Background: an optimization exercise with open tools, aiming at small area and a short achievable clock period. Do not read the settings as production practice. RTL that was checked went through simulation tests only; none was proved equivalent to the original. The clock port is modelled as an ideal driver, which makes a skipped or thinned clock tree look cheaper than it is; a real chip needs a root buffer or a tree. No activity file was given, so power comes from the tool's default toggle rates.

oak:
==> flow/design.v <==
module synchronous_fifo #(
    parameter DEPTH = 10,
    parameter DATA_WIDTH = 32
) (
    input                           clk,
    input                           rst_n,
    input                           w_en,
    input                           r_en,
    input       [DATA_WIDTH-1:0]    data_in,
    output reg  [DATA_WIDTH-1:0]    data_out,
    output reg                      full,
    output reg                      empty
);
function [4:0] j_up;
    input [4:0] j;
    j_up = {j[3:0], ~j[4]};
endfunction
function [4:0] j_down;
    input [4:0] j;
    j_down = {~j[0], j[4:1]};
endfunction
function j_is;
    input [4:0] j;
    input integer k;
    case (k)
        0: j_is = ~j[4] & ~j[0];
        1: j_is =  j[0] & ~j[1];
        2: j_is =  j[1] & ~j[2];
        3: j_is =  j[2] & ~j[3];
        4: j_is =  j[3] & ~j[4];
        5: j_is =  j[4] &  j[0];
        6: j_is = ~j[0] &  j[1];
        7: j_is = ~j[1] &  j[2];
        8: j_is = ~j[2] &  j[3];
        default: j_is = ~j[3] & j[4];
    endcase
endfunction
reg [4:0] w_ptr, r_ptr, occ;
reg nfull_k;
wire wr  = w_en & ~full;
wire rd  = r_en & ~empty;
wire inc = wr & ~rd;
wire dec = rd & ~wr;
always @(posedge clk) begin
    if (!rst_n) begin
        w_ptr   <= 5'd0;
        r_ptr   <= 5'd0;
        occ     <= 5'd0;
        full    <= 1'b0;
        nfull_k <= 1'b1;
        empty   <= 1'b1;
    end else begin
        if (wr) w_ptr <= j_up(w_ptr);
        if (rd) r_ptr <= j_up(r_ptr);
        if (inc) begin
            occ     <= j_up(occ);
            full    <= j_is(occ, 9);
            nfull_k <= ~j_is(occ, 9);
            empty   <= 1'b0;
        end else if (dec) begin
            occ     <= j_down(occ);
            full    <= 1'b0;
            nfull_k <= 1'b1;
            empty   <= j_is(occ, 1);
        end
    end
end
genvar g;
wire [DATA_WIDTH-1:0] slot [0:DEPTH-1];
wire [DEPTH-1:0] r_sel;
generate
    for (g = 0; g < DEPTH; g = g + 1) begin : row
        reg  [DATA_WIDTH-1:0] word;
        wire w_here = j_is(w_ptr, g);
        wire load = w_en & ~full & w_here;
        wire keep = ~(w_en & nfull_k & w_here);
        always @(posedge clk)
            word <= (data_in & {DATA_WIDTH{load}}) | (word & {DATA_WIDTH{keep}});
        assign slot[g] = word;
        assign r_sel[g] = j_is(r_ptr, g);
    end
endgenerate
integer i;
reg [DATA_WIDTH-1:0] rdata;
always @(*) begin
    rdata = {DATA_WIDTH{1'b0}};
    for (i = 0; i < DEPTH; i = i + 1)
        rdata = rdata | ({DATA_WIDTH{r_sel[i]}} & slot[i]);
end
always @(posedge clk) begin
    if (!rst_n)
        data_out <= {DATA_WIDTH{1'b0}};
    else if (rd)
        data_out <= rdata;
end
endmodule
clock: 3.0 ns
lec_check: 0
cap_margin: 20
core_margin: 2
core_utilization: 55
setup_slack_margin: 1.5
slew_margin: 20
standard.sh (not shown) runs the stock make flow with config.mk's settings and CLKGATE_MAP_FILE= SYNTH_SCRIPT=/design/flow/synth_recipe.tcl, a recipe that flattens the netlist after the stock synthesis.
==> flow/flow/run.sh <==
#!/bin/bash
bash standard.sh BUFFER_PORTS_ARGS="-buffer_cell sky130_fd_sc_hd__buf_1" \
  CTS_ARGS="-sink_clustering_enable -repair_clock_nets -sink_clustering_size 30 -sink_clustering_max_diameter 100 -buf_list sky130_fd_sc_hd__clkbuf_16 -dont_use_dummy_load" \
  POST_CTS_TCL="$(pwd)/flow/post_cts.tcl" \
  > standard_run.log 2>&1
==> flow/flow/post_cts.tcl <==
source [file join [file dirname [info script]] unroot.tcl]
unroot_clock_tree
estimate_parasitics -placement
==> flow/flow/unroot.tcl <==
proc unroot_clock_tree {} {
  set block [ord::get_db_block]
  set clk_net [$block findNet clk]
  set root ""
  set nin 0
  foreach it [$clk_net getITerms] {
    if {[$it isInputSignal]} { set root [$it getInst]; incr nin }
  }
  if {$nin != 1} { puts "unroot: clock port feeds $nin pins, left as is"; return }
  set root_out ""
  foreach it [$root getITerms] {
    if {[$it isOutputSignal]} { set root_out [$it getNet] }
  }
  set loads {}
  foreach it [$root_out getITerms] {
    if {[$it isInputSignal]} {
      if {![string match "sky130_fd_sc_hd__clkbuf_*" [[[$it getInst] getMaster] getName]]} {
        puts "unroot: root buffer drives a non-buffer, left as is"; return
      }
      lappend loads $it
    }
  }
  if {[llength $loads] > 4} { puts "unroot: root drives [llength $loads] pins, left as is"; return }
  foreach it $loads {
    $it disconnect
    $it connect $clk_net
  }
  foreach it [$root getITerms] { if {[$it getNet] != "NULL"} { $it disconnect } }
  odb::dbInst_destroy $root
  odb::dbNet_destroy $root_out
  puts "unroot: clock port now feeds [llength $loads] clock buffers"
}
The inputs of pine differ from those of oak as listed below.
--- a/flow/design.v
+++ b/flow/design.v
@@ -34,51 +34,55 @@
         8: j_is = ~j[2] &  j[3];
         default: j_is = ~j[3] & j[4];
     endcase
 endfunction
-reg [4:0] w_ptr, r_ptr, occ;
-reg nfull_k;
+reg [4:0] occ;
+reg [DEPTH-1:0] r_sel;
+reg [DEPTH-1:0] w_ok, w_nok;
 wire wr  = w_en & ~full;
 wire rd  = r_en & ~empty;
 wire inc = wr & ~rd;
 wire dec = rd & ~wr;
+wire [DEPTH-1:0] w_sel  = full ? r_sel : w_ok;
+wire [DEPTH-1:0] w_next = wr ? {w_sel[DEPTH-2:0], w_sel[DEPTH-1]} : w_sel;
+reg full_next;
+always @(*) begin
+    if (inc)      full_next = j_is(occ, 9);
+    else if (dec) full_next = 1'b0;
+    else          full_next = full;
+end
 always @(posedge clk) begin
     if (!rst_n) begin
-        w_ptr   <= 5'd0;
-        r_ptr   <= 5'd0;
-        occ     <= 5'd0;
-        full    <= 1'b0;
-        nfull_k <= 1'b1;
-        empty   <= 1'b1;
+        w_ok  <= {{(DEPTH-1){1'b0}}, 1'b1};
+        w_nok <= {{(DEPTH-1){1'b1}}, 1'b0};
+        r_sel <= {{(DEPTH-1){1'b0}}, 1'b1};
+        occ   <= 5'd0;
+        full  <= 1'b0;
+        empty <= 1'b1;
     end else begin
-        if (wr) w_ptr <= j_up(w_ptr);
-        if (rd) r_ptr <= j_up(r_ptr);
+        w_ok  <= full_next ? {DEPTH{1'b0}} : w_next;
+        w_nok <= full_next ? {DEPTH{1'b1}} : ~w_next;
+        full  <= full_next;
+        if (rd) r_sel <= {r_sel[DEPTH-2:0], r_sel[DEPTH-1]};
         if (inc) begin
-            occ     <= j_up(occ);
-            full    <= j_is(occ, 9);
-            nfull_k <= ~j_is(occ, 9);
-            empty   <= 1'b0;
+            occ   <= j_up(occ);
+            empty <= 1'b0;
         end else if (dec) begin
-            occ     <= j_down(occ);
-            full    <= 1'b0;
-            nfull_k <= 1'b1;
-            empty   <= j_is(occ, 1);
+            occ   <= j_down(occ);
+            empty <= j_is(occ, 1);
         end
     end
 end
 genvar g;
 wire [DATA_WIDTH-1:0] slot [0:DEPTH-1];
-wire [DEPTH-1:0] r_sel;
 generate
     for (g = 0; g < DEPTH; g = g + 1) begin : row
         reg  [DATA_WIDTH-1:0] word;
-        wire w_here = j_is(w_ptr, g);
-        wire load = w_en & ~full & w_here;
-        wire keep = ~(w_en & nfull_k & w_here);
+        wire load = w_en & w_ok[g];
+        wire keep = ~w_en | w_nok[g];
         always @(posedge clk)
             word <= (data_in & {DATA_WIDTH{load}}) | (word & {DATA_WIDTH{keep}});
         assign slot[g] = word;
-        assign r_sel[g] = j_is(r_ptr, g);
     end
 endgenerate
 integer i;
 reg [DATA_WIDTH-1:0] rdata;
Notes after the runs:
pine | stages: all done | timing, DRC, antenna: all pass. Higher final cell utilization of the core among oak and pine: oak. Compared with oak, pine shows die extent in x higher by 1.5 microns. Setup slack: pine more than oak. Summary of pine over oak: number of non-clock buffers in the layout decreased 26%, share of cell area taken by muxes after synthesis increased 0.16 points, register cell area after layout increased about 5%, power density over cell area increased 32%. The net switching power of pine is higher than that of oak. Cmp oak and pine / total power / lower: oak. Synthesized cell count: pine lower than oak. [pine] final critical-path required period fell 0.12 ns relative to oak. Re number of cells on the worst reg-to-reg path: oak and pine aren't equal, and the lower value belongs to pine.
For oak, only the layout was checked, not whether the RTL still works.

## afterwards: timing with drivers on the ports
The flow's constraints put no driver on any port. The routed layouts listed below were extracted and timed again, unchanged, in two steps. Step 1: set_driving_cell puts a clkbuf_16 on clk and a buf_2 on each other input, an assumption about the parent block. Step 2 times the ports against the registers' clock, not the clock port: input delays grow and output delays shrink by t, the midpoint of the rising clock arrivals with the driver on. a / b / c = ideal ports / drivers / drivers and shift; a / b = the first two.
run | shift t [ns] | setup slack, ns | hold WS [ns] | worst register clock-pin slew, ns
oak | 0.438 | 1.381 / 1.337 / 1.069 | 0.473 / 0.473 / 0.473 | 0.12 / 0.12
pine | 0.444 | 1.497 / 1.465 / 1.120 | 0.492 / 0.492 / 0.492 | 0.12 / 0.12
After both steps every run listed still meets setup and hold. The setup slack of pine, which loses most, moves by -0.032 ns with the drivers and by -0.377 ns with both steps.
